Source: an optimization exercise on an open RTL-to-GDS flow (aim: small area and a short achievable clock period). Production flows keep margins and buffers that such runs may drop. RTL that was checked went through simulation tests only; none was proved equivalent to the original. No functional check of the RTL was part of run 3. No activity file was given, so power comes from the tool's default toggle rates.

--- config.mk ---
export PLATFORM = sky130hd
export DESIGN_NAME = FPGA
export DESIGN_NICKNAME = FPGA
export VERILOG_FILES = /design/flow/design.v
export SDC_FILE = /design/flow/constraint.sdc
export NUM_CORES = 8
export LEC_CHECK = 0
export CAP_MARGIN = 20
export CORE_MARGIN = 2
export CORE_UTILIZATION = 75
export CTS_BUF_LIST = sky130_fd_sc_hd__clkbuf_16
export CTS_CLUSTER_DIAMETER = 120
export CTS_CLUSTER_SIZE = 28
export PLACE_DENSITY = 0.82
export SETUP_SLACK_MARGIN = 5
export SLEW_MARGIN = 20
--- constraint.sdc ---
create_clock -name core_clock -period 8.0 [get_ports {clk}]
set_input_delay 1.6000 -clock core_clock [delete_from_list [all_inputs] [get_ports {clk}]]
set_output_delay 1.6000 -clock core_clock [all_outputs]
set_load 0.01 [all_outputs]
--- design.v ---
module Interface (
	input clk,
	input rst,
	input [30*4-1:0] taps,   
	input [29:0] found,
	output reg ext_on,       
	output reg rotp,         
	output reg [4:0] which,
	output reg TX
);
localparam [2:0] IDLE = 3'd0, IDLEC = 3'd1, SELECT = 3'd2, SEND = 3'd3, RESET = 3'd4;
reg [2:0] state;
reg [3:0] i;
reg [2:0] fsm;
reg [3:0] bit_count;
reg [8:0] clk_count;
reg       upper;         
reg       last;          
wire load = (fsm == 3'd1);
integer k;
reg [4:0] hi;
always @(*) begin
	hi = 5'd0;
	for (k = 0; k < 30; k = k + 1)
		if (found[k]) hi = k;
end
reg [3:0] tcode;
always @(posedge clk) tcode <= taps[which*4 +: 4];
reg [3:0] tap;           
always @(*) begin
	case (tcode[3:2])
		2'b00: tap = (tcode[1:0] == 2'b00) ? 4'd8 : {2'b00, tcode[1:0]};
		2'b01: tap = {2'b01, tcode[1:0]};
		2'b10: tap = 4'd9;
		default: tap = tcode[1] ? 4'd10 : 4'd0;
	endcase
end
always @(posedge clk) begin
	if (rst) begin
		ext_on <= 1'b0;
		rotp <= 1'b0;
	end else begin
		ext_on <= ((state == SEND) & (i == 4'd9)) | (state == RESET);
		rotp <= load & (i >= 4'd2) & (i <= 4'd6);
	end
end
always @(posedge clk) begin
	if (rst) begin
		state <= IDLE;
	end else begin
		case (state)
			IDLE, IDLEC: begin
				if (found != 30'd0) begin
					state <= SELECT;
					which <= hi;
				end else
					state <= IDLE;
			end
			SELECT: begin
				state <= SEND;
				i <= 4'd0;
			end
			SEND: begin
				if (load) i <= i + 4'd1;
				if (i == 4'd8) i <= 4'd9;
				if (i == 4'd9) state <= RESET;
			end
			default: state <= IDLEC;
		endcase
	end
end
wire drl = (state == SEND) & (i != 4'd9);
always @(posedge clk)
	clk_count <= (fsm == 3'd3) ? 9'd432 : clk_count - 9'd1;
always @(posedge clk) begin
	if (rst) begin
		fsm <= 3'd0;
		TX <= 1'b1;
	end else begin
		case (fsm)
			3'd0: if (drl) fsm <= 3'd1;
			3'd1: begin
				fsm <= 3'd2;
				upper <= (i == 4'd0) | (i == 4'd7);
				last <= (i == 4'd7);
			end
			3'd2: begin
				fsm <= 3'd3;
				bit_count <= 4'd10;
			end
			3'd3: begin
				fsm <= 3'd4;
				bit_count <= bit_count - 4'd1;
				case (bit_count)
					4'd10: TX <= 1'b0;
					4'd9: TX <= upper ? ~last : tap[0];
					4'd8: TX <= upper | tap[1];
					4'd7: TX <= upper | tap[2];
					4'd6: TX <= upper | tap[3];
					4'd1: TX <= 1'b1;
					default: TX <= upper;
				endcase
			end
			3'd4: begin
				if (clk_count == 9'd0) fsm <= 3'd5;
			end
			3'd5: fsm <= (bit_count == 4'd0) ? 3'd0 : 3'd3;
			default: fsm <= 3'd0;
		endcase
	end
end
endmodule
module SearchModule #(parameter SEED = 1351) (
	input clk,
	input rst,
	input enan,            
	input ext,             
	input rot,             
	input boot,            
	input bootend,         
	input [10:0] sl,       
	output reg found,
	output reg found_o,    
	output [3:0] tap       
);
localparam [1:0] PW = 2'd0, PC = 2'd1, PR = 2'd2, PF = 2'd3;
localparam [10:0] S0 = 11'b10000000000;
localparam [10:0] INIT = 11'b10000000000;
reg [32:0] r;
reg [2:0]  b;       
reg [2:0]  m;       
reg [1:0]  ph;
reg [10:0] cnt;
reg [10:0] st;
reg [3:0]  c0, c1, c2, c3, c4, c5;
assign tap = c5;
wire shifting = (ph != PW);
wire fail2    = (ph == PF) & cnt[9];
wire resp     = fail2 | ext;
wire w_end    = (ph == PW) & (boot ? bootend : (cnt[0] & cnt[5]));
wire fin      = (ph == PC) & st[2];
wire [4:0] din = r[29:25] & {~(m[2] & (m[1] | m[0])), ~m[2], ~(m[2] | (m[1] & m[0])), ~(m[2] | m[1]), ~(m[2] | m[1] | m[0])};
wire inrange  = ~din[4] & (din[3:0] != 4'd0) & (din[3:0] <= 4'd10);
wire valid    = (b == 3'd7) & enan & (ph == PC) & ~st[3] & ~st[2] & inrange;
wire run      = (ph == PR) & ~found;
wire low0     = (cnt[9:0] == 10'd0);
wire stinit   = (st == INIT);
wire found_set = run & low0 & ~cnt[10];
wire fail_set  = run & stinit & ~low0;
function [3:0] tcode(input [3:0] p);
	tcode = {p[3] & (p[1] | p[0]), p[2] | (p[3] & p[1]), p[1:0]};
endfunction
function tapv(input [3:0] t, input [10:0] s);
	reg a, b;
	begin
		case (t[1:0]) 2'd0: a = s[8]; 2'd1: a = s[1]; 2'd2: a = s[2]; default: a = s[3]; endcase
		case (t[1:0]) 2'd0: b = s[4]; 2'd1: b = s[5]; 2'd2: b = s[6]; default: b = s[7]; endcase
		case (t[3:2]) 2'd0: tapv = a; 2'd1: tapv = b; 2'd2: tapv = s[9]; default: tapv = s[10] & t[1]; endcase
	end
endfunction
wire fb = st[0] ^ (tapv(c5, st) & tapv(c4, st)) ^ tapv(c3, st) ^ tapv(c2, st) ^ tapv(c1, st) ^ tapv(c0, st);
wire [3:0] dcode = tcode(din[3:0]);
wire cfb = cnt[0] ^ cnt[2] ^ (cnt[10:1] == 10'd0);
wire prfb = r[32] ^ r[22] ^ r[2] ^ r[1];
wire seedbit = |(sl & SEED[10:0]);
always @(posedge clk) begin
	r <= {boot ? seedbit : shifting ? prfb : r[0], r[32:1]};
	if (rst)
		b <= 3'd0;
	else if (shifting)
		b <= b + 3'd1;
	if (shifting & (b == 3'd0))
		m <= 3'd0;
	else if (resp)
		m <= b;
	if (rst | fail2 | (found & ext)) begin
		ph <= PW;
		found <= 1'b0;
	end else begin
		if (w_end) ph <= PC;
		if (fin) ph <= PR;
		if (fail_set) ph <= PF;
		if (found_set) found <= 1'b1;
	end
	if (rst | (found_o & ext))
		found_o <= 1'b0;
	else if (found_set)
		found_o <= 1'b1;
	if (fail2 | (found & ext) | fin | fail_set)
		cnt <= S0;
	else
		cnt <= {cfb, cnt[10:1]};
	if ((ph == PW) | fin)
		st <= INIT;
	else if (valid | ((ph == PC) & st[3]))
		st <= {1'b0, st[10:1]};
	else if (run)
		st <= {fb, st[10:1]};
	if (valid & ~st[4]) begin
		c0 <= (st[9] && dcode == c0) ? 4'b1100 : dcode;
		{c5, c4, c3, c2, c1} <= {c4, c3, c2, c1, c0};
	end else if (rot) begin
		{c5, c4, c3, c2, c1, c0} <= {c4, c3, c2, c1, c0, c5};
	end
end
endmodule
module FPGA (
	input clk,
	input rst,
	input start,
	output wire TX,
	output reg found_smth,
	output wire startedmod,
	output wire [29:0] found_mods
);
reg start_S;
reg started;
reg started_o;     
reg [5:0] gcnt;      
wire boot = (gcnt != 6'd33);
wire bootend = (gcnt == 6'd32);
wire [10:0] sl;
genvar j;
generate
for (j = 0; j < 11; j = j + 1) begin: SL
	assign sl[j] = (gcnt == j + 1);
end
endgenerate
wire [30*4-1:0] taps;
wire [29:0] found;
wire [29:0] found_o;
wire ext_on, rotp;
wire [4:0] which;
wire [3:0] hi_dec = 4'b0001 << which[4:3];
wire [7:0] lo_dec = 8'b00000001 << which[2:0];
wire [3:0] xa = hi_dec & {4{ext_on}};
wire [3:0] ra = hi_dec & {4{rotp}};
wire enan = started | start_S;
assign startedmod = started_o;
assign found_mods = found_o;
Interface interfejs (
	.clk    (clk),
	.rst    (rst),
	.taps   (taps),
	.found  (found),
	.ext_on (ext_on),
	.rotp   (rotp),
	.which  (which),
	.TX     (TX)
);
genvar g;
generate
for (g = 0; g < 30; g = g + 1) begin: Trololo
	SearchModule #(.SEED(1351 + g)) szukacz (
		.clk     (clk),
		.rst     (rst),
		.enan    (enan),
		.ext     (xa[g / 8] & lo_dec[g % 8]),
		.rot     (ra[g / 8] & lo_dec[g % 8]),
		.boot    (boot),
		.bootend (bootend),
		.sl      (sl),
		.found   (found[g]),
		.found_o (found_o[g]),
		.tap     (taps[g*4 +: 4])
	);
end
endgenerate
always @(posedge clk) begin
	if (rst) begin
		found_smth <= 1'b0;
		start_S <= 1'b0;
		started <= 1'b0;
		started_o <= 1'b0;
		gcnt <= 6'd0;
	end else begin
		if (boot) gcnt <= gcnt + 6'd1;
		if (!start) start_S <= 1'b1;
		if (start_S) started <= 1'b1;
		if (start_S) started_o <= 1'b1;
		found_smth <= (found != 30'd0);
	end
end
endmodule
--- run.sh ---
#!/bin/bash
# synth_recipe.tcl (not shown) runs the flow's synth.tcl, then flattens the netlist and writes it again
# the make line also repeats each setting of config.mk as NAME=value (left out here)
make -C /OpenROAD-flow-scripts/flow DESIGN_CONFIG=/design/flow/config.mk WORK_HOME=/design/flow/orfs CLKGATE_MAP_FILE= SYNTH_SCRIPT=/design/flow/synth_recipe.tcl finish
==> run summary, run 1 <==
* Post-synthesis sequential area ratio at 0.584
* Asr flop ratio synth at 0
* Vias per cell at roughly 6.4
* Worst EP required at around 6.4 ns
* Unrepaired setup endpoints after global routing: yes
* Critical-path cell list: clkdlybuf4s15_2
* Post-synthesis average cell area at 12.4 sq um
* Die W at approximately 380 microns
* Net count after synthesis at about 8.6k
* Remaining DRCs at 0
* Initial core utilization at 0.756
* Final Wtd Congestion at about 0.87
* Yosys cell types at between 70 and 80
* Setup CP Type: register to output pin
* Area contributors post-synth: dfxtp_1 38%, edfxtp_1 21%, mux4_2 9.9%, mux2i_1 4.2%, nor2_1 2.9%
* Crit-path leading delay family: flip-flops
* Die area at between 100000 and 150000 sq um
* FP Rows at between 100 and 150
* Slew HR at 0.308
* DRT Wirelength at between 200000 and 250000 microns
* Cells after Synth at 8520
* Drt wl/cell at around 22 microns
* Register area at 61800 sq um
* Crit path time final at between 3 and 4 ns
* CP Capture Type: output pin
* Clock tree buffer depth at 3
* CTS Buf Count at around 110
* Grt total ovfl at 0
* Synth warn at 32
* Final setup viols at 0
* Vias at 66.5k
* Pwr dens at 208 nW/um^2
* 1st-iter DRT viols at around 7k
* Ports at 36
* Fin Clk Skew at about 0.022 ns
* Clock Latency Late Sink at between 0.7 and 0.8 ns
* P&R area growth vs syn at 4.78%
* VDD IR max at roughly 0.26 mV
* Leading area contributor after synthesis: dfxtp_1
* Core Region at 140000 sq um
* Status: finished clean
* Hold Buf Count CTS at 0
* Worst Path Max Fanout at 3
* H-tree depth at 3
* Area of all placed cells without fillers at 111000 sq um
* Startpoint types: register
* Synth Register Bits at about 2.7k
* Fill cell count at between 8k and 9k
* Leading register cell type out of synthesis: dfxtp_1
* Hold Vio Cnt, Final at 0
* Number of port buffers at 35
* Overall Global Routing Usage at 0.316
* Initial antenna violation count at 10
* CTS tree: done
* Tightest Hold Check Type: register to register
* Multi-input logic area at 41800 sq um
* Layout cell share with drive strength beyond 1 at 0.0982
* Clock-pin slew on the worst setup and hold paths at ~0.11 ns
* Vias in the first global route at about 64k
* Fin Setup TNS at 0 ns
* Worst stage delay on the critical path at 0.42 ns
* Mapped Area at between 100000 and 150000 sq um
* Synth top area share at 0.375
* Fin. max-slew vios at 0
* Period utilization at 0.381
* Post-synth EDFFs at 735
* Number of max-cap violations at 0
* DP Area at approximately 110000 sq um
* Leak pwr at 39.3 nW
* Final net count at 8468
* Worst path bufs/invs at 1
* Critical path arrival at ~1.4 ns
* Slowest-stage cell, CP: dfxtp_2
* Most common cell in the netlist: dfxtp_1
* Clock sink total at ~2.7k
* Worst-margin pin slew at 1.03 ns
* Max Fclk at 328 MHz
* Most instantiated cells after synthesis: 1981 x dfxtp_1, 813 x nor2_1, 735 x edfxtp_1, 470 x and2_1, 466 x mux4_2
* Post-DP HPWL at between 150000 and 200000 microns
* Antenna Nets Post-Route at 0
* Largest net degree at the start of global routing at 119
* Drt first pass iters at 6
* First-pass GRT wire length at 358000 microns
* CTS root buffer: clkbuf_16
* Die height at between 300 and 400 microns
-- where the power goes --
| group | switching, mW | internal, mW |
|---|---|---|
| Sequential | 0.489 | 15.0 |
| Combinational | 0.545 | 0.471 |
| Clock | 4.05 | 2.50 |
-- repair_timing --
item / CTS / global route
gates cloned: 3 / 0
resized for setup: 208 / 14
pin swaps: 4 / 2
setup endpoints to repair: 1386 / 305
setup buffers: 27 / 7
-- layout by cell type (no fill, tap or decap), types with 21 or more instances in the layout --
master / instances
a211o_1: 37
a211oi_1: 42
a21o_1: 27
a21oi_1: 372
a221o_1: 40
a221oi_1: 30
a22o_1: 55
a22oi_1: 28
a311oi_1: 26
a31oi_1: 29
a32o_1: 21
and2_1: 469
and3_1: 50
buf_2: 27
buf_4: 44
clkbuf_16: 109
dfxtp_1: 1949
edfxtp_1: 735
ha_1: 103
inv_1: 352
mux2i_1: 439
mux4_2: 466
nand2_1: 282
nand2b_1: 137
nand3_1: 167
nand4_1: 40
nor2_1: 813
nor2b_1: 162
nor3_1: 138
nor3b_1: 41
nor4_1: 135
nor4b_1: 23
o211ai_1: 51
o21a_1: 49
o21ai_0: 166
o21ai_4: 28
o22ai_1: 28
or2_2: 28
xnor2_1: 293
xor2_1: 155
-- cells by family after synthesis --
logic type,synth area share
simple gates,0.122
buf+inv,0.0252
fa+ha+maj,0.0123
flops,0.584
xor+xnor,0.0384
mux,0.145
compound gates,0.0722
-- per-layer routing --
layer	vias up	GRT usage	wire length [microns]
met2	2706	0.509	109000
li1	30400	-	-
met3	469	0.0463	17400
met1	32900	0.439	94000
met4	6	0.122	9490
met5	-	0	42
-- sequential cells by signal, indices dropped and copies added, names as in the netlist, 30 cells and up --
signal and flops:
Trololo.szukacz.b 90, Trololo.szukacz.c0 120, Trololo.szukacz.c1 120, Trololo.szukacz.c2 120
Trololo.szukacz.c3 120, Trololo.szukacz.c4 120, Trololo.szukacz.c5 120, Trololo.szukacz.cnt 330
Trololo.szukacz.found 30, Trololo.szukacz.found_o 30, Trololo.szukacz.m 90, Trololo.szukacz.ph 60
Trololo.szukacz.r 990, Trololo.szukacz.st 330
-- final cells by class --
cell class              instances  share of cell area
flip-flops and latches       2716               0.558
diodes                          1           0.0000226
repair buffers                 90             0.00676
clock inverters                83             0.00290
inverters                     271             0.00919
clock buffers                 109              0.0246
multi-input cells            5176               0.377
well taps                    1876              0.0212
-- path summary, 6_finish.rpt --
| path | from | end | slack [ns] | cells past startpoint |
|---|---|---|---|---|
| worst max-delay path | started_o$_SDFFE_PP0P_ | startedmod | 4.96 | 1 |
| worst max register to register | gcnt[0]$_SDFFE_PP0N_ | Trololo[21].szukacz.r[32]$_DFF_P_ | 4.99 | 5 |
| worst min register to register | Trololo[11].szukacz.r[21]$_DFF_P_ | Trololo[11].szukacz.r[20]$_DFF_P_ | 0.32 | 0 |
| worst min-delay path | Trololo[11].szukacz.r[21]$_DFF_P_ | Trololo[11].szukacz.r[20]$_DFF_P_ | 0.32 | 0 |
-- metrics by stage --
stage / hold WS [ns] / std cells / util / setup WS [ns] / total power, mW
floorplan: 0.310 / 8520 / - / 4.40 / 16.4
global placement: 0.310 / 10100 / 0.766 / 4.04 / 16.7
detailed placement: 0.312 / 10100 / 0.766 / 3.88 / 16.8
CTS: 0.325 / 10300 / 0.792 / 4.79 / 23.1
global route: 0.328 / 10300 / 0.793 / 4.91 / 23.8
finish: 0.319 / 10300 / 0.793 / 4.96 / 23.1
==> run 2: changes to the inputs <==
--- a/config.mk
+++ b/config.mk
@@ -7,10 +7,10 @@
 export LEC_CHECK = 0
 export CAP_MARGIN = 20
 export CORE_MARGIN = 2
-export CORE_UTILIZATION = 75
+export CORE_UTILIZATION = 55
 export CTS_BUF_LIST = sky130_fd_sc_hd__clkbuf_16
 export CTS_CLUSTER_DIAMETER = 120
 export CTS_CLUSTER_SIZE = 28
-export PLACE_DENSITY = 0.82
+export PLACE_DENSITY = 0.66
 export SETUP_SLACK_MARGIN = 5
 export SLEW_MARGIN = 20
==> run 2 against run 1 <==
Still clean on timing, DRC and antenna. Via count fell by 3.5%. Sequential power barely moved. Count of clock-buffer cells in the layout fell by 1.
==> run summary, run 2 <==
* Slew HR at 0.226 (-0.0816)
* Clock Latency Late Sink at 0.80 ns (+0.03 ns)
* Tightest Hold Check Type: register to register
* P&R area growth vs syn at 5.43%
* Final net count at 8470 (+0.024%)
* Status: finished clean
* Internal at 17.9 mW (-0.21%)
* Critical-path cell list: buf_6
* Post-synthesis sequential area ratio at 0.584 (unchanged)
* Net count after synthesis at 8627 (unchanged)
* Number of max-cap violations at 0 (unchanged)
* Crit path time final at 2.96 ns (-0.0849 ns)
* CP Capture Type: output pin
* Grt met1 use at 0.324 (-0.116)
* Fin. max-slew vios at 0 (unchanged)
* CTS root buffer: clkbuf_16
* Number of port buffers at 35 (unchanged)
* Startpoint types: register
* Final setup viols at 0 (unchanged)
* Logic pwr share at 0.042 (-0.002)
* Initial core utilization at 0.554 (-0.202)
* Overall Global Routing Usage at 0.226 (-0.0903)
* Worst Path Max Fanout at 1 (-2)
* Clock sink total at 2716 (unchanged)
* Largest net degree at the start of global routing at 91 (-24%)
* Cells after Synth at 8520 (unchanged)
* Post-synthesis average cell area at 12.4 sq um (unchanged)
* Worst path bufs/invs at 1 (unchanged)
* Hold Vio Cnt, Final at 0 (unchanged)
* H-tree depth at 3 (unchanged)
* Final Wtd Congestion at 0.835 (-4.4%)
* Drt first pass iters at 8 (+2)
* Post-synth EDFFs at 735 (unchanged)
* Global-route met2 utilization at 0.369 (-0.140)
* Worst EP required at 6.40 ns (about the same)
* Max reg flops at 990 (unchanged)
* Leak pwr at 39.3 nW (about the same)
* Post-DP HPWL at 153000 microns (+0.39%)
* M3 GR Usage at 0.0236 (-0.0226)
* Biggest register: Trololo.szukacz.r
* Switch Pwr at 5.06 mW (-0.41%)
* Inst Count DP at 10.7k (+6.4%)
* DRT Wirelength at 226000 microns (-1.5%)
* Area contributors post-synth: dfxtp_1 38%, edfxtp_1 21%, mux4_2 9.9%, mux2i_1 4.2%, nor2_1 2.9%
* Crit-path leading delay family: flip-flops
* Vias at 64.1k (-3.5%)
* Commonest cells after routing, fill and taps aside: 1952 x dfxtp_1, 813 x nor2_1, 735 x edfxtp_1, 469 x and2_1, 466 x mux4_2
* Synth warn at 32 (unchanged)
* Max Fclk at 338 MHz (+2.9%)
* Pwr dens at 206 nW/um^2 (-0.87%)
* FP Rows at 160 (+17%)
* Most common cell after layout, fill and taps aside: dfxtp_1
* Finished Layout Cells at 11.0k (+6.2%)
* Antenna Nets Post-Route at 0 (unchanged)
* Leading register cell type out of synthesis: dfxtp_1
* Most common cell in the netlist: dfxtp_1
* Setup CP Type: register to output pin
* Initial antenna violation count at 3 (-7)
* Leading area contributor after synthesis: dfxtp_1
* Fin Setup TNS at 0 ns (unchanged)
* 1st-iter DRT viols at 4921 (-30%)
* Vias in the first global route at 62.2k (-2.9%)
* Clock network power share at 0.286 (+0.002)
* Layout cell share with drive strength beyond 1 at 0.0977 (-0.000462)
* Remaining DRCs at 0 (unchanged)
* Drt wl/cell at 20.6 microns (-7.2%)
* Synth top area share at 0.375 (unchanged)
* Period utilization at 0.370 (-0.0106)
* Synth Register Bits at 2716 (unchanged)
* Unrepaired setup endpoints after global routing: yes
* Clock tree buffer depth at 3 (unchanged)
* Reg power frac at 0.672 (about the same)
* Fin Clk Skew at 0.0400 ns (+0.0179 ns)
* Vias per cell at 5.85 (-9.1%)
* Clock-pin slew on the worst setup and hold paths at 0.11 ns (about the same)
* Worst stage delay on the critical path at 0.44 ns (+0.02 ns)
* Core Region at 191000 sq um (+36%)
* Mapped Area at 106000 sq um (unchanged)
* CTS tree: done
* Worst-margin pin slew at 1.15 ns (+0.121 ns)
* Biggest regs: Trololo.szukacz.r x990, Trololo.szukacz.cnt x330, Trololo.szukacz.st x330
* Die height at 442 microns (+17%)
* Asr flop ratio synth at 0 (unchanged)
* CTS Buf Count at 106 (unchanged)
* Most instantiated cells after synthesis: 1981 x dfxtp_1, 813 x nor2_1, 735 x edfxtp_1, 470 x and2_1, 466 x mux4_2
* Slowest-stage cell, CP: dfxtp_4
* Sw frac at 0.220 (-0.000355)
* Core Util, Final at 0.585 (-0.208)
* VDD IR max at 0.199 mV (-23%)
* Yosys cell types at 71 (unchanged)
* Die area at 196000 sq um (+36%)
* Grt total ovfl at 0 (unchanged)
* Top Usage Layer GRT: met2
* First-pass GRT wire length at 356000 microns (-0.63%)
* Ports at 36 (unchanged)
* Critical path arrival at 1.36 ns (-0.08 ns)
* Die W at 442 microns (+17%)
run 2: cell count changes in the layout (fill, tap and decap cells not counted), sizes merged:
cell / delta
buf: +10
clkbuf: -3
clkdlybuf4s15: -4
clkinv: +1
diode: +1
inv: -3
o211a: -1
or2: -1
run 2: cell type report:
class                           count  area, sq um
Fill cell                       15400        79200
Sequential cell                  2716        61800
Multi-Input combinational cell   5174        41700
Tap cell                         2511         3140
Clock buffer                      108         2700
Inverter                          271         1020
Timing Repair Buffer               94          751
Clock inverter                     81          322
Antenna cell                        2         5.00
run 2: what timing repair did:
| item | CTS | global route |
|---|---|---|
| cloned | 1 | 0 |
| setup endpoints to repair | 1472 | 182 |
| hold buffers | 0 | 0 |
| pin swaps | 2 | 0 |
| resized for setup | 225 | 8 |
| buffers inserted | 24 | 0 |
run 2: kinds of logic after synthesis:
group	synth area share
compound gates	0.0722
xor+xnor	0.0384
fa+ha+maj	0.0123
buf+inv	0.0252
flops	0.584
mux	0.145
simple gates	0.122
run 2: per-layer routing:
layer | vias up | share of wire
li1 | 30300 | -
met1 | 32100 | 0.46
met4 | 2 | 0.026
met2 | 1427 | 0.47
met5 | - | 0.000058
met3 | 270 | 0.043
run 2: power groups by stage:
stage	clock, mW	combinational, mW	sequential (mW)
floorplan	0	0.781	15.6
global placement	0	0.928	15.8
detailed placement	0	0.958	15.8
CTS	6.76	0.966	15.5
global route	7.19	1.07	15.6
finish	6.57	0.970	15.5
run 2: worst paths after layout:
| path | depth (start not counted) | slack, ns | to | start |
|---|---|---|---|---|
| setup reg to reg | 3 | 5.15 | Trololo[7].szukacz.c1[1]$_DFFE_PP_ | interfejs.which[3]$_SDFFCE_PP1P_ |
| hold / removal | 0 | 0.32 | Trololo[14].szukacz.r[29]$_DFF_P_ | Trololo[14].szukacz.r[30]$_DFF_P_ |
| hold reg to reg | 0 | 0.32 | Trololo[14].szukacz.r[29]$_DFF_P_ | Trololo[14].szukacz.r[30]$_DFF_P_ |
| setup / recovery | 1 | 5.04 | found_smth | found_smth$_SDFF_PP0_ |
run 2: per-stage QoR:
stage          setup WS (ns)  area (sq um)  power, mW  hold slack (ns)
6_report                5.04        111000       23.0            0.316
5_1_grt                 5.00        111000       23.8            0.327
4_1_cts                 4.97        111000       23.2            0.319
3_5_place_dp            3.93        108000       16.7            0.312
3_3_place_gp            4.04        108000       16.7            0.310
2_1_floorplan           4.40        106000       16.4            0.310
==> run 3: changes to the inputs <==
--- a/design.v
+++ b/design.v
@@ -165,10 +165,7 @@
 wire seedbit = |(sl & SEED[10:0]);
 always @(posedge clk) begin
 	r <= {boot ? seedbit : shifting ? prfb : r[0], r[32:1]};
-	if (rst)
-		b <= 3'd0;
-	else if (shifting)
-		b <= b + 3'd1;
+	b <= {3{~rst}} & (b ^ {shifting & b[1] & b[0], shifting & b[0], shifting});
 	if (shifting & (b == 3'd0))
 		m <= 3'd0;
 	else if (resp)
@@ -219,13 +216,7 @@
 reg [5:0] gcnt;      
 wire boot = (gcnt != 6'd33);
 wire bootend = (gcnt == 6'd32);
-wire [10:0] sl;
-genvar j;
-generate
-for (j = 0; j < 11; j = j + 1) begin: SL
-	assign sl[j] = (gcnt == j + 1);
-end
-endgenerate
+reg [10:0] sl;       
 wire [30*4-1:0] taps;
 wire [29:0] found;
 wire [29:0] found_o;
@@ -273,8 +264,10 @@
 		started <= 1'b0;
 		started_o <= 1'b0;
 		gcnt <= 6'd0;
+		sl <= 11'd0;
 	end else begin
 		if (boot) gcnt <= gcnt + 6'd1;
+		sl <= {sl[9:0], gcnt == 6'd0};
 		if (!start) start_S <= 1'b1;
 		if (start_S) started <= 1'b1;
 		if (start_S) started_o <= 1'b1;
==> run 3 against run 2 <==
Total power rose by 5.7%. Worst setup slack improved by 0.0051 ns. Cell area fell by 0.54%. Clock skew rose by 0.0017 ns. Count of clock-buffer cells in the layout rose by 1. Clock power rose by 1%. Flip-flop and latch count rose by 11. Register-to-register slack got worse by 0.08 ns. Non-clock buffer count fell by 5. Largest power group unchanged.
==> run summary, run 3 <==
* Leading area contributor after synthesis: dfxtp_1
* Slowest-stage cell, CP: dfxtp_4
* Top sig layer: met4
* Mapped Area at 105000 sq um (-1.0%)
* Clock sink total at 2727 (+0.41%)
* Cells after Synth at 8547 (+0.32%)
* CTS tree: done
* CTS Buf Count at 107 (+0.94%)
* Initial core utilization at 0.552 (-0.00272)
* Met1 WL at 104000 microns (about the same)
* Ports at 36 (unchanged)
* Clock-pin slew on the worst setup and hold paths at 0.11 ns (about the same)
* Worst Path Max Fanout at 3 (+2)
* Die W at 440 microns (-0.50%)
* Worst stage delay on the critical path at 0.43 ns (about the same)
* P&R area growth vs syn at 5.93%
* Grt total ovfl at 0 (unchanged)
* CTS root buffer: clkbuf_16
* Final net count at 8461 (-0.11%)
* Post-synth EDFFs at 735 (unchanged)
* Biggest register: Trololo.szukacz.r
* Post-DP HPWL at 153000 microns (about the same)
* Crit-path leading delay family: flip-flops
* Final setup viols at 0 (unchanged)
* VDD IR max at 0.199 mV (+0.23%)
* Critical-path cell list: buf_6
* Initial antenna violation count at 4 (+1)
* Number of port buffers at 35 (unchanged)
* Wire length on met2 at 107000 microns (about the same)
* Leak pwr at 39.9 nW (+1.7%)
* Worst r2r src: start_S$_SDFFE_PP0N_
* Area of all placed cells without fillers at 111000 sq um (-0.54%)
* Most common cell in the netlist: dfxtp_1
* Crit path time final at 2.95 ns (-0.00514 ns)
* Clock Latency Late Sink at 0.80 ns (about the same)
* Post-synthesis sequential area ratio at 0.592 (+0.00809)
* Fin. max-slew vios at 0 (unchanged)
* Core Region at 190000 sq um (-0.53%)
* Hold Vio Cnt, Final at 0 (unchanged)
* Fin Clk Skew at 0.0416 ns (+0.00166 ns)
* Overall Global Routing Usage at 0.231 (+0.00502)
* Tightest Hold Check Type: register to register
* Biggest regs: Trololo.szukacz.r x990, Trololo.szukacz.cnt x330, Trololo.szukacz.st x330
* 1st-iter DRT viols at 5555 (+13%)
* Routed wl met3 at 11300 microns (+16%)
* Vias per cell at 5.92 (+1.2%)
* Commonest cells after routing, fill and taps aside: 1960 x dfxtp_1, 873 x nor2_1, 735 x edfxtp_1, 484 x a21oi_1, 464 x mux4_2
* Slew HR at 0.257 (+0.0310)
* Hold Crit Start: Trololo[18].szukacz.r[6]$_DFF_P_
* Post-synthesis average cell area at 12.2 sq um (-1.3%)
* Number of max-cap violations at 0 (unchanged)
* CP Capture Type: output pin
* Net count after synthesis at 8592 (-0.41%)
* Hold Buf Count CTS at 0 (unchanged)
* FP Rows at 160 (unchanged)
* First-pass GRT wire length at 357000 microns (+0.48%)
* Setup CP Type: register to output pin
* Yosys cell types at 77 (+8.5%)
* Synth top area share at 0.381 (+0.00595)
* Startpoint types: register
* Layout cell share with drive strength beyond 1 at 0.0998 (+0.00209)
* Leading register cell type out of synthesis: dfxtp_1
* Final Wtd Congestion at 0.851 (+2.0%)
* Synth Register Bits at 2727 (+0.41%)
* Drt first pass iters at 6 (-2)
* Die area at 194000 sq um (-1.0%)
* Most common cell after layout, fill and taps aside: dfxtp_1
* Critical path origin: Trololo[19].szukacz.found_o$_SDFFE_PP0P_
* DP Area at 107000 sq um (-0.70%)
* Worst-margin pin slew at 1.11 ns (-0.0400 ns)
* Critical path arrival at 1.35 ns (about the same)
* DRT Wirelength at 227000 microns (+0.45%)
* Unrepaired setup endpoints after global routing: yes
* Max reg flops at 990 (unchanged)
* Drt wl/cell at 20.6 microns (about the same)
* Area contributors post-synth: dfxtp_1 38%, edfxtp_1 21%, mux4_2 10%, mux2i_1 3.3%, nor2_1 3.1%
* Status: finished clean
* Synth warn at 32 (unchanged)
* Max Fclk at 338 MHz (+0.17%)
* Largest net degree at the start of global routing at 98 (+7.7%)
* H-tree depth at 3 (unchanged)
* Vias in the first global route at 62.5k (+0.40%)
* Worst EP required at 6.40 ns (about the same)
* Die height at 440 microns (-0.50%)
* Clock tree buffer depth at 3 (unchanged)
* Vias at 65.2k (+1.7%)
* Pwr dens at 219 nW/um^2 (+6.3%)
* Antenna Nets Post-Route at 0 (unchanged)
* Worst path bufs/invs at 1 (unchanged)
* Asr flop ratio synth at 0 (unchanged)
* Fin Setup TNS at 0 ns (unchanged)
* Remaining DRCs at 0 (unchanged)
* Period utilization at 0.369 (-0.000642)
* Most instantiated cells after synthesis: 1992 x dfxtp_1, 874 x nor2_1, 735 x edfxtp_1, 491 x a21oi_1, 464 x mux4_2
-- run 3: layout make-up --
type,count,area (sq um)
sequential,2727,62000
tap,2511,3140
multi-input combinational,5333,41200
inverter,158,593
antenna,1,2.50
fill,15300,78800
timing repair buffer,89,737
clock buffer,109,2730
clock inverter,82,360
-- run 3: per-stage QoR --
step | worst slack, ns | total power [mW] | std cells | utilization | hold WS, ns
after CTS | 4.97 | 24.5 | 11000 | 0.583 | 0.318
after detailed placement | 4.22 | 18.0 | 10800 | 0.565 | 0.312
after global placement | 4.36 | 17.9 | 10800 | 0.565 | 0.310
after floorplan | 4.53 | 17.5 | 8547 | - | 0.310
final | 5.05 | 24.3 | 11000 | 0.584 | 0.310
after global routing | 4.98 | 25.3 | 11000 | 0.584 | 0.327
-- run 3: report_power, final --
part           internal [mW]  total [mW]  switching, mW
clock                   2.51        6.64           4.13
combinational          0.782        1.40          0.616
sequential              15.5        16.3          0.805
-- run 3: worst paths after layout --
path                                             end  slack (ns)  cells after the start
setup / recovery                      found_mods[19]        5.05                      1
hold / removal      Trololo[18].szukacz.r[5]$_DFF_P_        0.31                      0
setup reg to reg  Trololo[8].szukacz.c5[1]$_DFFE_PP_        5.07                      6
hold reg to reg     Trololo[18].szukacz.r[5]$_DFF_P_        0.31                      0
-- run 3: cells by family after synthesis --
logic type / synth area share
AO/OA/AOI/OAI: 0.0855
XOR/XNOR: 0.0396
adder cells (fa/ha/maj): 0.00502
buffers and inverters: 0.0192
flip-flops: 0.592
multiplexers: 0.136
AND/OR/NAND/NOR: 0.122
-- run 3: layer usage --
layer,global-route usage,up-vias
li1,-,30800
met4,0.0571,0
met2,0.373,1659
met5,0,-
met3,0.0258,251
met1,0.334,32500
-- run 3: repair_timing --
action,in CTS,in global routing
endpoints found under the setup margin,996,391
gates resized for setup,252,21
gates cloned,0,1
pin swaps,1,0
buffers inserted,8,2
hold endpoints to repair,0,0
==> run 4: changes to the inputs <==
--- a/design.v
+++ b/design.v
@@ -193,11 +193,9 @@
 		st <= {1'b0, st[10:1]};
 	else if (run)
 		st <= {fb, st[10:1]};
-	if (valid & ~st[4]) begin
+	if ((valid & ~st[4]) | rot) begin
 		c0 <= (st[9] && dcode == c0) ? 4'b1100 : dcode;
 		{c5, c4, c3, c2, c1} <= {c4, c3, c2, c1, c0};
-	end else if (rot) begin
-		{c5, c4, c3, c2, c1, c0} <= {c4, c3, c2, c1, c0, c5};
 	end
 end
 endmodule
--- a/config.mk
+++ b/config.mk
@@ -9,8 +9,8 @@
 export CORE_MARGIN = 2
 export CORE_UTILIZATION = 55
 export CTS_BUF_LIST = sky130_fd_sc_hd__clkbuf_16
-export CTS_CLUSTER_DIAMETER = 120
-export CTS_CLUSTER_SIZE = 28
+export CTS_CLUSTER_DIAMETER = 100
+export CTS_CLUSTER_SIZE = 24
 export PLACE_DENSITY = 0.66
 export SETUP_SLACK_MARGIN = 5
 export SLEW_MARGIN = 20
==> run 4 against run 3 <==
Non-clock buffer count rose by 12. Die area fell by 0.65%. Sequential power barely moved. Cell area rose by 0.16%. Critical path type unchanged. Largest cell class unchanged.
==> run summary, run 4 <==
* Yosys cell types at 67 (-13%)
* Synth top area share at 0.384 (+0.00253)
* CP Capture Type: output pin
* Die height at 439 microns (-0.33%)
* Startpoint types: register
* Critical path arrival at 1.37 ns (+0.02 ns)
* Biggest register: Trololo.szukacz.r
* Slowest-stage cell, CP: dfxtp_4
* Fill cell count at 15.1k (-1.4%)
* DRT Wirelength at 222000 microns (-2.2%)
* Worst r2r src: Trololo[4].szukacz.st[2]$_SDFFE_PP0P_
* Core Region at 188000 sq um (-0.94%)
* 1st-iter DRT viols at 5141 (-7.5%)
* Inst Count DP at 10.4k (-3.3%)
* CTS tree: done
* Fin. max-slew vios at 0 (unchanged)
* Vias at 63.1k (-3.3%)
* Initial antenna violation count at 7 (+3)
* Worst R2R End: Trololo[4].szukacz.c2[0]$_DFFE_PP_
* Clock Latency Late Sink at 0.83 ns (+0.03 ns)
* Period utilization at 0.371 (+0.00188)
* Mapped Area at 104000 sq um (-0.66%)
* Max Fclk at 337 MHz (-0.51%)
* Unrepaired setup endpoints after global routing: yes
* VDD IR max at 0.182 mV (-8.4%)
* Pwr dens at 230 nW/um^2 (+4.6%)
* Drt first pass iters at 16 (+10)
* Synth Register Bits at 2727 (unchanged)
* Most common cell after layout, fill and taps aside: dfxtp_1
* Leak pwr at 39.0 nW (-2.2%)
* Reg2Reg Depth at 5 (-1)
* Fin Clk Skew at 0.0332 ns (-0.00845 ns)
* Grt total ovfl at 0 (unchanged)
* Vias in the first global route at 61.4k (-1.7%)
* Leading register cell type out of synthesis: dfxtp_1
* Min-Delay Endpoint: Trololo[7].szukacz.r[29]$_DFF_P_
* Final setup viols at 0 (unchanged)
* Vias per cell at 5.89 (-0.57%)
* Post-DP HPWL at 148000 microns (-3.4%)
* Clock sink total at 2727 (unchanged)
* CTS root buffer: clkbuf_16
* Slew HR at 0.272 (+0.0147)
* Tightest Hold Check Type: register to register
* Finished Layout Cells at 10.7k (-2.8%)
* Status: finished clean
* Drt wl/cell at 20.7 microns (+0.57%)
* Area contributors post-synth: dfxtp_1 38%, edfxtp_1 21%, mux4_2 12%, mux2i_1 3.0%, nor2_1 2.9%
* Final Wtd Congestion at 0.826 (-3.0%)
* Ports at 36 (unchanged)
* First-pass GRT wire length at 350000 microns (-2.0%)
* Cells after Synth at 8183 (-4.3%)
* Crit-path leading delay family: flip-flops
* Worst R2R Setup Slack at 5.15 ns (+0.08 ns)
* Biggest regs: Trololo.szukacz.r x990, Trololo.szukacz.cnt x330, Trololo.szukacz.st x330
* Most common cell in the netlist: dfxtp_1
* Worst-margin pin slew at 1.09 ns (-0.0191 ns)
* Die area at 192000 sq um (-0.65%)
* Commonest cells after routing, fill and taps aside: 1960 x dfxtp_1, 802 x nor2_1, 735 x edfxtp_1, 537 x mux4_2, 459 x and2_1
* FP Rows at 159 (-0.63%)
* Layout cell share with drive strength beyond 1 at 0.117 (+0.0169)
* Asr flop ratio synth at 0 (unchanged)
* Most instantiated cells after synthesis: 1992 x dfxtp_1, 805 x nor2_1, 735 x edfxtp_1, 537 x mux4_2, 459 x and2_1
* Synth warn at 32 (unchanged)
* Hold Crit Start: Trololo[7].szukacz.r[30]$_DFF_P_
* Worst EP required at 6.40 ns (about the same)
* Die W at 439 microns (-0.33%)
* Hold Vio Cnt, Final at 0 (unchanged)
* Post-synthesis average cell area at 12.7 sq um (+3.8%)
* Hold Path Depth at 0 (unchanged)
* Clock-pin slew on the worst setup and hold paths at 0.10 ns (about the same)
* Number of port buffers at 35 (unchanged)
* Post-synthesis sequential area ratio at 0.596 (+0.00394)
* Worst stage delay on the critical path at 0.42 ns (about the same)
* Initial core utilization at 0.553 (+0.00156)
* Post-synth EDFFs at 735 (unchanged)
* Fin Setup TNS at 0 ns (unchanged)
* CTS Buf Count at 132 (+23%)
* Clock tree buffer depth at 3 (unchanged)
* Setup CP Type: register to output pin
* Leading area contributor after synthesis: dfxtp_1
* Worst path bufs/invs at 1 (unchanged)
* Crit path time final at 2.97 ns (+0.0150 ns)
* Number of max-cap violations at 0 (unchanged)
* Max reg flops at 990 (unchanged)
* Remaining DRCs at 0 (unchanged)
* P&R area growth vs syn at 6.81%
* Worst Path Max Fanout at 2 (-1)
* Hold Buf Count CTS at 0 (unchanged)
* Largest net degree at the start of global routing at 71 (-28%)
* Critical-path cell list: buf_6
* Net count after synthesis at 8228 (-4.2%)
* Final net count at 8152 (-3.7%)
* Overall Global Routing Usage at 0.229 (-0.00245)
* Antenna Nets Post-Route at 0 (unchanged)
* H-tree depth at 4 (+1)
==> run 4: how the worst max path moves through the flow <==
stage                                                         from                                 endpoint  cells past startpoint
after floorplan                             started_o$_SDFFE_PP0P_  Trololo[20].szukacz.c0[0]$_SDFFCE_PP0P_                      7
after global placement                                         rst         interfejs.which[0]$_SDFFCE_PP1P_                      4
after detailed placement          interfejs.which[0]$_SDFFCE_PP1P_    Trololo[26].szukacz.cnt[2]$_SDFF_PP0_                      8
after CTS                 Trololo[13].szukacz.found_o$_SDFFE_PP0P_                           found_mods[13]                      1
after global routing      Trololo[13].szukacz.found_o$_SDFFE_PP0P_                           found_mods[13]                      1
final                     Trololo[13].szukacz.found_o$_SDFFE_PP0P_                           found_mods[13]                      1
==> run 4: repair_timing <==
item                                    CTS  global route
endpoints found under the hold margin     0             0
gates cloned                              1             3
setup endpoints to repair              1211           309
resized for setup                       269             7
setup buffers                            16             4
pin swaps                                 3             4
==> run 4: cell families (layout without fill, tap and decap cells) <==
family          after synthesis  count (layout)  share of synthesized area
buf+inv                     554             576                     0.0223
fa+ha+maj                    42              42                    0.00506
mux                         872             872                      0.149
flops                      2727            2727                      0.596
compound gates              981             985                     0.0640
simple gates               2539            2539                      0.124
xor+xnor                    468             468                     0.0396
other cells                   0               3                          0
==> run 4: cell type report <==
| class | instances | area (sq um) | share of cell area |
|---|---|---|---|
| timing repair buffer | 101 | 888 | 0.00800 |
| inverter | 239 | 897 | 0.00808 |
| sequential | 2727 | 62000 | 0.559 |
| antenna | 3 | 7.51 | 0.0000676 |
| clock inverter | 101 | 477 | 0.00430 |
| multi-input combinational | 4906 | 40200 | 0.362 |
| tap | 2495 | 3120 | 0.0281 |
| clock buffer | 135 | 3380 | 0.0304 |
==> run 4: stage by stage <==
| step | hold WS, ns | cell area (sq um) | setup slack, ns | util | power [mW] |
|---|---|---|---|---|---|
| after floorplan | 0.310 | 104000 | 5.01 | - | 17.8 |
| after global placement | 0.310 | 107000 | 4.08 | 0.567 | 18.3 |
| after detailed placement | 0.312 | 107000 | 4.03 | 0.567 | 18.4 |
| after CTS | 0.311 | 111000 | 4.94 | 0.590 | 25.7 |
| after global routing | 0.322 | 111000 | 4.97 | 0.591 | 26.6 |
| final | 0.314 | 111000 | 5.03 | 0.591 | 25.5 |
==> run 4: routing by layer <==
metal	GRT usage	routed length, microns	vias to the layer above
met1	0.330	101000	31600
met5	0	27	-
met3	0.0283	11000	274
li1	-	-	29700
met4	0.0645	5340	4
met2	0.365	104000	1542
==> run 4: where the power goes <==
group          internal, mW  switching [mW]  leakage [nW]
combinational         0.906           0.700          13.8
clock                  3.12            4.30          2.20
sequential             15.6           0.861          23.0
==> run 5: changes to the inputs <==
==> flow/run.sh (new file) <==
#!/bin/bash
set -e
bash standard.sh SETUP_SLACK_MARGIN=5.25 finish > standard.log 2>&1
==> standard.sh (new file) <==
#!/bin/bash
# synth_recipe.tcl (not shown) runs the flow's synth.tcl, then flattens the netlist and writes it again
# the make line also repeats each setting of config.mk as NAME=value (left out here)
make -C /OpenROAD-flow-scripts/flow DESIGN_CONFIG=/design/flow/config.mk WORK_HOME=/design/flow/orfs CLKGATE_MAP_FILE= SYNTH_SCRIPT=/design/flow/synth_recipe.tcl "${@:-finish}"
removed: run.sh
==> run 5 against run 4 <==
Total power is 0.21% higher. Non-clock buffer count rose by 23. Flip-flop and latch count unchanged. Combinational power about the same. Critical path depth is the same. Maximum frequency grew 0.38%. Worst setup slack better by 0.011 ns. Register-to-register slack better by 0.15 ns. Via count is 0.22% higher. Global-route usage increased by 0.096 points. Sequential share of layout area shrank 0.27 points. Clock skew grew 0.011 ns.
==> run summary, run 5 <==
* Internal at 19.6 mW (+0.14%)
* Number of port buffers at 35 (unchanged)
* Area contributors post-synth: dfxtp_1 38%, edfxtp_1 21%, mux4_2 12%, mux2i_1 3.0%, nor2_1 2.9%
* Synth Area in Compound Gates at 0.0640 (unchanged)
* Antenna Nets Post-Route at 0 (unchanged)
* Clock-pin slew on the worst setup and hold paths at 0.10 ns (about the same)
* Most common cell after layout, fill and taps aside: dfxtp_1
* Clock Latency Late Sink at 0.83 ns (about the same)
* Clock tree buffer depth at 3 (unchanged)
* Critical path origin: Trololo[15].szukacz.found_o$_SDFFE_PP0P_
* CTS root buffer: clkbuf_16
* Simple-gate portion of the synthesized area at 0.124 (unchanged)
* Net count after synthesis at 8228 (unchanged)
* DRT Wirelength at 224000 microns (+0.80%)
* Slowest-stage cell, CP: dfxtp_4
* Critical path arrival at 1.36 ns (about the same)
* Remaining DRCs at 0 (unchanged)
* VDD IR max at 0.209 mV (+14%)
* XOR/XNOR share of the synthesized area at 0.0396 (unchanged)
* Fin. max-slew vios at 0 (unchanged)
* Worst stage delay on the critical path at 0.42 ns (about the same)
* Leading register cell type out of synthesis: dfxtp_1
* Yosys cell types at 67 (unchanged)
* Vias in the first global route at 61.5k (+0.11%)
* Unrepaired setup endpoints after global routing: yes
* Vias at 63.2k (+0.22%)
* Post-synthesis mux area share at 0.149 (unchanged)
* Die W at 439 microns (unchanged)
* Final net count at 8181 (+0.36%)
* Period utilization at 0.370 (-0.00139)
* Core Util, Final at 0.594 (+0.00311)
* Crit-path leading delay family: flip-flops
* Commonest cells after routing, fill and taps aside: 1956 x dfxtp_1, 803 x nor2_1, 735 x edfxtp_1, 537 x mux4_2, 459 x and2_1
* Startpoint types: register
* Worst R2R Setup Slack at 5.30 ns (+0.15 ns)
* Sw frac at 0.231 (+0.000578)
* Layout cell share with drive strength beyond 1 at 0.123 (+0.00631)
* Core Region at 188000 sq um (unchanged)
* Vias per cell at 5.89 (about the same)
* Hold Vio Cnt, Final at 0 (unchanged)
* Status: finished clean
* P&R area growth vs syn at 7.38%
* Tightest Hold Check Type: register to register
* Synth top area share at 0.384 (unchanged)
* DP Area at 107000 sq um (about the same)
* Worst EP required at 6.40 ns (about the same)
* Grt total ovfl at 0 (unchanged)
* Overall Global Routing Usage at 0.229 (+0.000963)
* Post-synthesis average cell area at 12.7 sq um (unchanged)
* Synth warn at 32 (unchanged)
* Mapped Area at 104000 sq um (unchanged)
* Worst-margin pin slew at 1.15 ns (+0.0642 ns)
* CP Capture Type: output pin
* Setup CP Type: register to output pin
* Drt first pass iters at 8 (-8)
* Inst Count DP at 10.4k (+0.019%)
* Pwr dens at 229 nW/um^2 (-0.31%)
* Ports at 36 (unchanged)
* Leading area contributor after synthesis: dfxtp_1
* Asr flop ratio synth at 0 (unchanged)
* Biggest register: Trololo.szukacz.r
* Slew HR at 0.224 (-0.0479)
* Final setup viols at 0 (unchanged)
* Largest family of logic cells by synthesized area: multiplexers
* Number of max-cap violations at 0 (unchanged)
* Fin Setup TNS at 0 ns (unchanged)
* Die area at 192000 sq um (unchanged)
* Fin Clk Skew at 0.0446 ns (+0.0114 ns)
* Worst Path Max Fanout at 2 (unchanged)
* Final Wtd Congestion at 0.854 (+3.4%)
* Hold Buf Count CTS at 0 (unchanged)
* Most instantiated cells after synthesis: 1992 x dfxtp_1, 805 x nor2_1, 735 x edfxtp_1, 537 x mux4_2, 459 x and2_1
* Worst path bufs/invs at 1 (unchanged)
* Post-synthesis sequential area ratio at 0.596 (unchanged)
* Leak pwr at 39.3 nW (+0.73%)
* Cells after Synth at 8183 (unchanged)
* Post-DP HPWL at 147000 microns (-0.85%)
* Clock network power share at 0.293 (+0.002)
* Most common cell in the netlist: dfxtp_1
* Synth Register Bits at 2727 (unchanged)
* Max Fclk at 338 MHz (+0.38%)
* Worst R2R End: interfejs.which[0]$_SDFFCE_PP1P_
* Clock sink total at 2727 (unchanged)
* Logic pwr share at 0.064 (about the same)
* Finished Layout Cells at 10.7k (+0.24%)
* Drt wl/cell at 20.9 microns (+0.56%)
* Crit path time final at 2.96 ns (-0.0111 ns)
* Switch Pwr at 5.88 mW (+0.46%)
* WP depth at 1 (unchanged)
* CTS tree: done
* First-pass GRT wire length at 352000 microns (+0.44%)
* CP Capture Point: found_mods[15]
* Post-synth EDFFs at 735 (unchanged)
* 1st-iter DRT viols at 5395 (+4.9%)
* Biggest regs: Trololo.szukacz.r x990, Trololo.szukacz.cnt x330, Trololo.szukacz.st x330
* H-tree depth at 4 (unchanged)
* Initial antenna violation count at 9 (+2)
* FP Rows at 159 (unchanged)
* Area of all placed cells without fillers at 112000 sq um (+0.53%)
* Worst r2r src: Trololo[7].szukacz.found$_SDFFE_PP0P_
* Post-Synth Adder-Cell Area at 0.00506 (unchanged)
* Die height at 439 microns (unchanged)
* Reg power frac at 0.644 (-0.002)
* Initial core utilization at 0.553 (unchanged)
* Critical-path cell list: buf_6
* Reg2Reg Depth at 6 (+1)
* Max reg flops at 990 (unchanged)
* Largest net degree at the start of global routing at 91 (+28%)
* CTS Buf Count at 132 (unchanged)
[run 5: cell counts after synthesis]
No cell type changed its count.
[run 5: repair_timing]
item	CTS	global route
gates cloned	5	5
pin swaps	7	8
setup endpoints to repair	1367	614
gates resized for setup	280	40
buffers inserted	34	8
[run 5: cells by family after synthesis]
logic type,Yosys count
AND/OR/NAND/NOR,2539
adder cells (fa/ha/maj),42
XOR/XNOR,468
AO/OA/AOI/OAI,981
flip-flops,2727
multiplexers,872
buffers and inverters,554
[run 5: final cells by class]
| class | count | area [sq um] |
|---|---|---|
| timing repair buffer | 124 | 1180 |
| sequential | 2727 | 62100 |
| clock buffer | 136 | 3400 |
| tap | 2495 | 3120 |
| antenna | 3 | 7.51 |
| clock inverter | 97 | 473 |
| fill | 15000 | 76200 |
| inverter | 239 | 897 |
| multi-input combinational | 4912 | 40400 |
[run 5: power by group through the flow]
stage,clock [mW],combinational [mW],sequential [mW]
2_1_floorplan,0,1.35,16.5
3_3_place_gp,0,1.53,16.7
3_5_place_dp,0,1.61,16.7
4_1_cts,7.67,1.63,16.5
5_1_grt,8.14,1.83,16.6
6_report,7.47,1.62,16.4
[run 5: per-layer routing]
| metal | up-vias | share of wire | global-route usage |
|---|---|---|---|
| met4 | 2 | 0.027 | 0.0685 |
| li1 | 29700 | - | - |
| met2 | 1592 | 0.47 | 0.370 |
| met5 | - | 0.000071 | 0 |
| met3 | 297 | 0.051 | 0.0281 |
| met1 | 31600 | 0.45 | 0.327 |
[run 5: how the worst min path moves through the flow]
stage                                      startpoint                                end  slack, ns  cells after the start
finish              Trololo[16].szukacz.r[11]$_DFF_P_  Trololo[16].szukacz.r[10]$_DFF_P_       0.31                      0
global route        Trololo[16].szukacz.r[11]$_DFF_P_  Trololo[16].szukacz.r[10]$_DFF_P_       0.32                      0
CTS                 Trololo[16].szukacz.r[11]$_DFF_P_  Trololo[16].szukacz.r[10]$_DFF_P_       0.31                      0
detailed placement   Trololo[9].szukacz.r[24]$_DFF_P_   Trololo[9].szukacz.r[23]$_DFF_P_       0.31                      0
global placement    Trololo[19].szukacz.r[30]$_DFF_P_  Trololo[19].szukacz.r[29]$_DFF_P_       0.31                      0
floorplan            Trololo[0].szukacz.r[11]$_DFF_P_   Trololo[0].szukacz.r[10]$_DFF_P_       0.31                      0
[run 5: metrics by stage]
step	hold slack, ns	power [mW]	worst slack (ns)
floorplan	0.310	17.8	5.01
CTS	0.314	25.8	4.97
global route	0.315	26.6	4.99
finish	0.312	25.5	5.04
detailed placement	0.312	18.4	4.38
global placement	0.311	18.3	4.39
==> run 6: changes to the inputs <==
--- a/config.mk
+++ b/config.mk
@@ -9,8 +9,8 @@
 export CORE_MARGIN = 2
 export CORE_UTILIZATION = 55
 export CTS_BUF_LIST = sky130_fd_sc_hd__clkbuf_16
-export CTS_CLUSTER_DIAMETER = 100
-export CTS_CLUSTER_SIZE = 24
+export CTS_CLUSTER_DIAMETER = 110
+export CTS_CLUSTER_SIZE = 26
 export PLACE_DENSITY = 0.66
 export SETUP_SLACK_MARGIN = 5
 export SLEW_MARGIN = 20
==> run 6 against run 5 <==
Area after synthesis stayed put. Via count hardly changed. Sequential share of layout area is 0.30 points higher. Largest power group unchanged. Global-route usage is 0.12 points lower. Die area stayed put. Final cell count is 0.30% lower. Worst hold slack better by 0.0038 ns. Critical path depth stayed put. Largest cell class unchanged. Critical path type unchanged. Clock power is 9.0% lower.
==> run summary, run 6 <==
* P&R area growth vs syn at 6.80%
* Drt first pass iters at 5 (-3)
* Startpoint types: register
* Worst path bufs/invs at 1 (unchanged)
* Ports at 36 (unchanged)
* CTS Buf Count at 114 (-14%)
* Largest net degree at the start of global routing at 91 (unchanged)
* Clock-pin slew on the worst setup and hold paths at 0.11 ns (about the same)
* Antenna Nets Post-Route at 0 (unchanged)
* DRT Wirelength at 223000 microns (-0.43%)
* Hold Vio Cnt, Final at 0 (unchanged)
* Asr flop ratio synth at 0 (unchanged)
* Max reg flops at 990 (unchanged)
* Synth top area share at 0.384 (unchanged)
* Commonest cells after routing, fill and taps aside: 1956 x dfxtp_1, 803 x nor2_1, 735 x edfxtp_1, 537 x mux4_2, 459 x and2_1
* Finished Layout Cells at 10.7k (-0.30%)
* Final setup viols at 0 (unchanged)
* Vias at 63.2k (-0.057%)
* Post-synth EDFFs at 735 (unchanged)
* Worst EP required at 6.40 ns (about the same)
* Final net count at 8162 (-0.23%)
* Largest family of logic cells by synthesized area: multiplexers
* Max Fclk at 338 MHz (about the same)
* Tightest Hold Check Type: register to register
* Die area at 192000 sq um (unchanged)
* Leading register cell type out of synthesis: dfxtp_1
* Initial antenna violation count at 9 (unchanged)
* 1st-iter DRT viols at 5524 (+2.4%)
* Critical-path cell list: buf_6
* Net count after synthesis at 8228 (unchanged)
* Crit-path leading delay family: flip-flops
* Unrepaired setup endpoints after global routing: yes
* Number of max-cap violations at 0 (unchanged)
* Vias per cell at 5.90 (+0.24%)
* XOR/XNOR share of the synthesized area at 0.0396 (unchanged)
* Initial core utilization at 0.553 (unchanged)
* Most common cell in the netlist: dfxtp_1
* Final Wtd Congestion at 0.854 (unchanged)
* Fin Clk Skew at 0.0485 ns (+0.00383 ns)
* Crit path time final at 2.96 ns (-0.000320 ns)
* First-pass GRT wire length at 351000 microns (-0.26%)
* FP Rows at 159 (unchanged)
* Area contributors post-synth: dfxtp_1 38%, edfxtp_1 21%, mux4_2 12%, mux2i_1 3.0%, nor2_1 2.9%
* Worst Path Max Fanout at 2 (unchanged)
* Fin. max-slew vios at 0 (unchanged)
* Biggest register: Trololo.szukacz.r
* Cells after Synth at 8183 (unchanged)
* Most instantiated cells after synthesis: 1992 x dfxtp_1, 805 x nor2_1, 735 x edfxtp_1, 537 x mux4_2, 459 x and2_1
* Simple-gate portion of the synthesized area at 0.124 (unchanged)
* CP Capture Type: output pin
* Worst stage delay on the critical path at 0.43 ns (about the same)
* Synth warn at 32 (unchanged)
* Inst Count DP at 10.4k (unchanged)
* Leak pwr at 39.0 nW (-0.81%)
* Clock Latency Late Sink at 0.82 ns (about the same)
* Post-synthesis sequential area ratio at 0.596 (unchanged)
* Clock tree buffer depth at 3 (unchanged)
* Drt wl/cell at 20.8 microns (-0.13%)
* Synth Area in Compound Gates at 0.0640 (unchanged)
* Fin Setup TNS at 0 ns (unchanged)
* Critical path arrival at 1.36 ns (about the same)
* Synth Register Bits at 2727 (unchanged)
* Remaining DRCs at 0 (unchanged)
* Worst-margin pin slew at 1.22 ns (+0.0614 ns)
* Layout cell share with drive strength beyond 1 at 0.119 (-0.00351)
* Post-Synth Adder-Cell Area at 0.00506 (unchanged)
* Core Region at 188000 sq um (unchanged)
* CTS tree: done
* Number of port buffers at 35 (unchanged)
* Grt total ovfl at 0 (unchanged)
* Slew HR at 0.183 (-0.0412)
* VDD IR max at 0.218 mV (+4.3%)
* Status: finished clean
* Yosys cell types at 67 (unchanged)
* Setup CP Type: register to output pin
* Clock sink total at 2727 (unchanged)
* Post-synthesis mux area share at 0.149 (unchanged)
* Most common cell after layout, fill and taps aside: dfxtp_1
* Period utilization at 0.370 (about the same)
* Die W at 439 microns (unchanged)
* Biggest regs: Trololo.szukacz.r x990, Trololo.szukacz.cnt x330, Trololo.szukacz.st x330
* Post-synthesis average cell area at 12.7 sq um (unchanged)
* Slowest-stage cell, CP: dfxtp_4
* Overall Global Routing Usage at 0.228 (-0.00123)
* Post-DP HPWL at 147000 microns (unchanged)
* Mapped Area at 104000 sq um (unchanged)
* CTS root buffer: clkbuf_16
* Die height at 439 microns (unchanged)
* Vias in the first global route at 61.1k (-0.62%)
* Pwr dens at 224 nW/um^2 (-2.1%)
* H-tree depth at 3 (-1)
* Leading area contributor after synthesis: dfxtp_1
==> run 6: per-layer routing <==
layer | part of all wire | wire length [microns] | global-route usage
met5 | 0 | 0 | 0
met4 | 0.028 | 6330 | 0.0640
met3 | 0.046 | 10400 | 0.0238
met2 | 0.47 | 106000 | 0.370
met1 | 0.45 | 100000 | 0.328
==> run 6: cell type report <==
class | instances | area (sq um)
antenna | 5 | 12.5
clock buffer | 117 | 2930
clock inverter | 83 | 323
fill | 15000 | 76800
inverter | 239 | 897
multi-input combinational | 4911 | 40400
sequential | 2727 | 62100
tap | 2495 | 3120
timing repair buffer | 124 | 1210
==> run 6: path summary, 6_finish.rpt <==
kind	start	to	slack [ns]	cells after the start
worst max register to register	sl[0]$_SDFF_PP0_	Trololo[0].szukacz.r[32]$_DFF_P_	5.32	5
worst max-delay path	Trololo[15].szukacz.found_o$_SDFFE_PP0P_	found_mods[15]	5.04	1
worst min register to register	Trololo[26].szukacz.r[16]$_DFF_P_	Trololo[26].szukacz.r[15]$_DFF_P_	0.32	0
worst min-delay path	Trololo[26].szukacz.r[16]$_DFF_P_	Trololo[26].szukacz.r[15]$_DFF_P_	0.32	0
==> run 6: logic make-up (layout without fill, tap and decap cells) <==
family	after synthesis	count (layout)
buf+inv	554	563
compound gates	981	989
fa+ha+maj	42	42
other cells	0	5
flops	2727	2727
mux	872	872
simple gates	2539	2540
xor+xnor	468	468
==> run 6: power breakdown <==
| group | switching (mW) | internal [mW] |
|---|---|---|
| combinational | 0.707 | 0.915 |
| clock | 4.14 | 2.67 |
| sequential | 0.853 | 15.6 |
==> run 6: what timing repair did <==
action	CTS	global route
gates cloned	5	4
hold buffers	0	0
endpoints found under the setup margin	1366	594
pin swaps	7	8
resized for setup	281	39
buffers inserted	32	10
==> run 6: through the flow <==
stage	power [mW]	cell area, sq um	hold WS [ns]	util	setup WS [ns]
floorplan	17.8	104000	0.310	-	5.01
global placement	18.3	107000	0.311	0.567	4.39
detailed placement	18.4	107000	0.312	0.568	4.38
CTS	25.1	111000	0.310	0.589	4.97
global route	25.9	111000	0.325	0.591	5.00
finish	24.9	111000	0.315	0.591	5.04
==> run 7: changes to the inputs <==
--- a/config.mk
+++ b/config.mk
@@ -9,8 +9,9 @@
 export CORE_MARGIN = 2
 export CORE_UTILIZATION = 55
 export CTS_BUF_LIST = sky130_fd_sc_hd__clkbuf_16
-export CTS_CLUSTER_DIAMETER = 110
-export CTS_CLUSTER_SIZE = 26
+export CTS_CLUSTER_DIAMETER = 120
+export CTS_CLUSTER_SIZE = 28
+export GPL_TIMING_DRIVEN = 0
 export PLACE_DENSITY = 0.66
 export SETUP_SLACK_MARGIN = 5
 export SLEW_MARGIN = 20
==> run 7 against run 6 <==
Combinational power increased by 4%. Register-to-register slack worse by 0.03 ns. Flip-flop and latch count unchanged. Die area did not move. Wire length up 8.9%. Area after synthesis stayed put. Worst setup slack got worse by 0.093 ns. Cell area increased by 2.6%. Total power decreased by 0.36%. Sequential share of layout area fell by 1.4 points. Clock power fell by 2%. Critical path type unchanged. Largest cell class unchanged. Highest routed layer is now met5.
==> run summary, run 7 <==
* Post-synth EDFFs at 735 (unchanged)
* Yosys cell types at 67 (unchanged)
* Layout cell share with drive strength beyond 1 at 0.136 (+0.0169)
* Startpoint types: register
* Die height at 439 microns (unchanged)
* Area contributors post-synth: dfxtp_1 38%, edfxtp_1 21%, mux4_2 12%, mux2i_1 3.0%, nor2_1 2.9%
* Core Region at 188000 sq um (unchanged)
* Post-DP HPWL at 166000 microns (+13%)
* Worst stage delay on the critical path at 0.41 ns (-0.02 ns)
* Clock tree buffer depth at 3 (unchanged)
* CTS root buffer: clkbuf_16
* Vias in the first global route at 63.1k (+3.3%)
* Clock sink total at 2727 (unchanged)
* Crit-path leading delay family: flip-flops
* Mapped Area at 104000 sq um (unchanged)
* Leading register cell type out of synthesis: dfxtp_1
* DRT Wirelength at 243000 microns (+8.9%)
* Remaining DRCs at 0 (unchanged)
* Most common cell after layout, fill and taps aside: dfxtp_1
* Synth warn at 32 (unchanged)
* Initial antenna violation count at 11 (+2)
* Critical path origin: Trololo[15].szukacz.found_o$_SDFFE_PP0P_
* Most instantiated cells after synthesis: 1992 x dfxtp_1, 805 x nor2_1, 735 x edfxtp_1, 537 x mux4_2, 459 x and2_1
* Worst R2R Setup Slack at 5.29 ns (-0.03 ns)
* Die area at 192000 sq um (unchanged)
* Fin Clk Skew at 0.0512 ns (+0.00273 ns)
* Critical path arrival at 1.45 ns (+0.09 ns)
* Setup CP Type: register to output pin
* Final Wtd Congestion at 0.870 (+2.0%)
* Hold Buf Count CTS at 0 (unchanged)
* Antenna Nets Post-Route at 0 (unchanged)
* CTS tree: done
* Worst EP required at 6.40 ns (about the same)
* Most common cell in the netlist: dfxtp_1
* Worst path bufs/invs at 2 (+1)
* Commonest cells after routing, fill and taps aside: 1959 x dfxtp_1, 798 x nor2_1, 735 x edfxtp_1, 537 x mux4_2, 459 x and2_1
* Drt first pass iters at 6 (+1)
* Drt wl/cell at 21.9 microns (+5.3%)
* Final net count at 8534 (+4.6%)
* CP Capture Type: output pin
* Logic pwr share at 0.068 (+0.003)
* Die W at 439 microns (unchanged)
* Post-synthesis sequential area ratio at 0.596 (unchanged)
* Hold Vio Cnt, Final at 0 (unchanged)
* Final setup viols at 0 (unchanged)
* Initial core utilization at 0.553 (unchanged)
* Internal at 19.0 mW (-0.80%)
* Tot Pwr at 24.8 mW (-0.36%)
* Fin Setup TNS at 0 ns (unchanged)
* Number of max-cap violations at 0 (unchanged)
* CTS Buf Count at 107 (-6.1%)
* Leak pwr at 40.2 nW (+3.2%)
* Period utilization at 0.381 (+0.0117)
* Switch Pwr at 5.76 mW (+1.1%)
* H-tree depth at 3 (unchanged)
* Number of port buffers at 34 (-2.9%)
* Leading area contributor after synthesis: dfxtp_1
* Vias at 65.5k (+3.8%)
* Status: finished clean
* Hold Crit Start: Trololo[19].szukacz.r[21]$_DFF_P_
* FP Rows at 159 (unchanged)
* Net count after synthesis at 8228 (unchanged)
* Biggest register: Trololo.szukacz.r
* Largest net degree at the start of global routing at 30 (-67%)
* Inst Count DP at 10.7k (+2.9%)
* Clock network power share at 0.268 (-0.006)
* Max reg flops at 990 (unchanged)
* 1st-iter DRT viols at 5756 (+4.2%)
* Vias per cell at 5.92 (+0.31%)
* Reg power frac at 0.664 (+0.003)
* Biggest regs: Trololo.szukacz.r x990, Trololo.szukacz.cnt x330, Trololo.szukacz.st x330
==> run 7: cell counts after synthesis <==
Identical to the previous run, type by type.
==> run 7: power groups by stage <==
stage,sequential (mW),combinational [mW],clock (mW)
after global placement,16.7,1.58,0
final,16.4,1.68,6.65
after CTS,16.5,1.69,6.82
after global routing,16.6,1.88,7.25
after detailed placement,16.7,1.67,0
after floorplan,16.5,1.35,0
==> run 7: worst register-to-register path, delay by kind of cell (launching register included) <==
family          cells  cell delay [ns]
simple gates        4             0.95
buf+inv             4             0.88
flops               1             0.38
compound gates      1             0.17
==> run 7: cell type report <==
class,count,area [sq um]
fillers,14800,74000
flip-flops and latches,2727,62000
multi-input cells,4927,40800
well taps,2495,3120
clock buffers,108,2700
repair buffers,172,2160
plain buffers,315,1730
inverters,239,897
clock inverters,83,368
diodes,4,10.0
==> run 7: how the worst max path moves through the flow <==
| stage | endpoint | slack, ns |
|---|---|---|
| after floorplan | Trololo[23].szukacz.c0[0]$_SDFFCE_PP0P_ | 5.01 |
| after global placement | Trololo[19].szukacz.c3[3]$_DFFE_PP_ | 3.07 |
| after detailed placement | Trololo[22].szukacz.c0[0]$_SDFFCE_PP0P_ | 4.01 |
| after CTS | found_mods[15] | 4.86 |
| after global routing | found_mods[15] | 4.89 |
| final | found_mods[15] | 4.95 |
==> run 7: metal layers <==
layer  global-route usage  part of all wire  up-vias
met2                0.395              0.46     1927
met1                0.356              0.44    32800
met4               0.0816             0.038        6
met5                    0           0.00014        -
met3               0.0320             0.058      380
li1                     -                 -    30500
==> run 7: logic make-up (layout without fill, tap and decap cells) <==
family,count (synthesis),after routing,share of synthesized area
AO/OA/AOI/OAI,981,1006,0.0640
XOR/XNOR,468,468,0.0396
adder cells (fa/ha/maj),42,42,0.00506
buffers and inverters,554,917,0.0223
flip-flops,2727,2727,0.596
multiplexers,872,872,0.149
other,0,4,0
AND/OR/NAND/NOR,2539,2539,0.124
==> run 7: metrics by stage <==
stage          hold WS (ns)  utilization  setup WS (ns)  area, sq um
6_report              0.310        0.606           4.95       114000
4_1_cts               0.312        0.604           4.86       113000
3_5_place_dp          0.312        0.578           4.01       109000
5_1_grt               0.322        0.606           4.89       114000
2_1_floorplan         0.310            -           5.01       104000
3_3_place_gp          0.310        0.573           3.07       108000
==> run 7: what timing repair did <==
action                                  in CTS  in global routing
endpoints found under the setup margin    1301                751
gates resized for setup                    326                 49
buffers inserted                            89                 14
pin swaps                                   55                 17
cloned                                      23                  2

[what the ideal ports hide]
Ports are ideal in the flow. The routed layouts listed here were re-timed in OpenROAD. Step 1 assumes that a clkbuf_16 drives the clock port and a buf_2 every other input. Step 2 times the ports against the registers' clock, not the clock port: input delays grow and output delays shrink by t, the midpoint of the rising clock arrivals with the driver on. a / b / c = no drivers / after step 1 / after step 2; a / b = the first two.
| run | shift t [ns] | setup slack, ns | worst setup path at the end |
|---|---|---|---|
| run 1 | 0.836 | 4.956 / 4.876 / 4.549 | input to register |
| run 2 | 0.870 | 5.040 / 4.952 / 4.415 | input to register |
| run 3 | 0.877 | 5.046 / 4.956 / 4.435 | input to register |
| run 4 | 0.896 | 5.030 / 4.945 / 4.252 | input to register |
| run 5 | 0.897 | 5.042 / 4.950 / 4.550 | input to register |
| run 6 | 0.885 | 5.042 / 4.956 / 4.534 | input to register |
| run 7 | 0.877 | 4.949 / 4.854 / 4.431 | input to register |
After both steps every run listed still meets setup and hold. For run 4, which loses most, drivers alone change the setup slack by -0.085 ns; drivers and shift together by -0.778 ns.
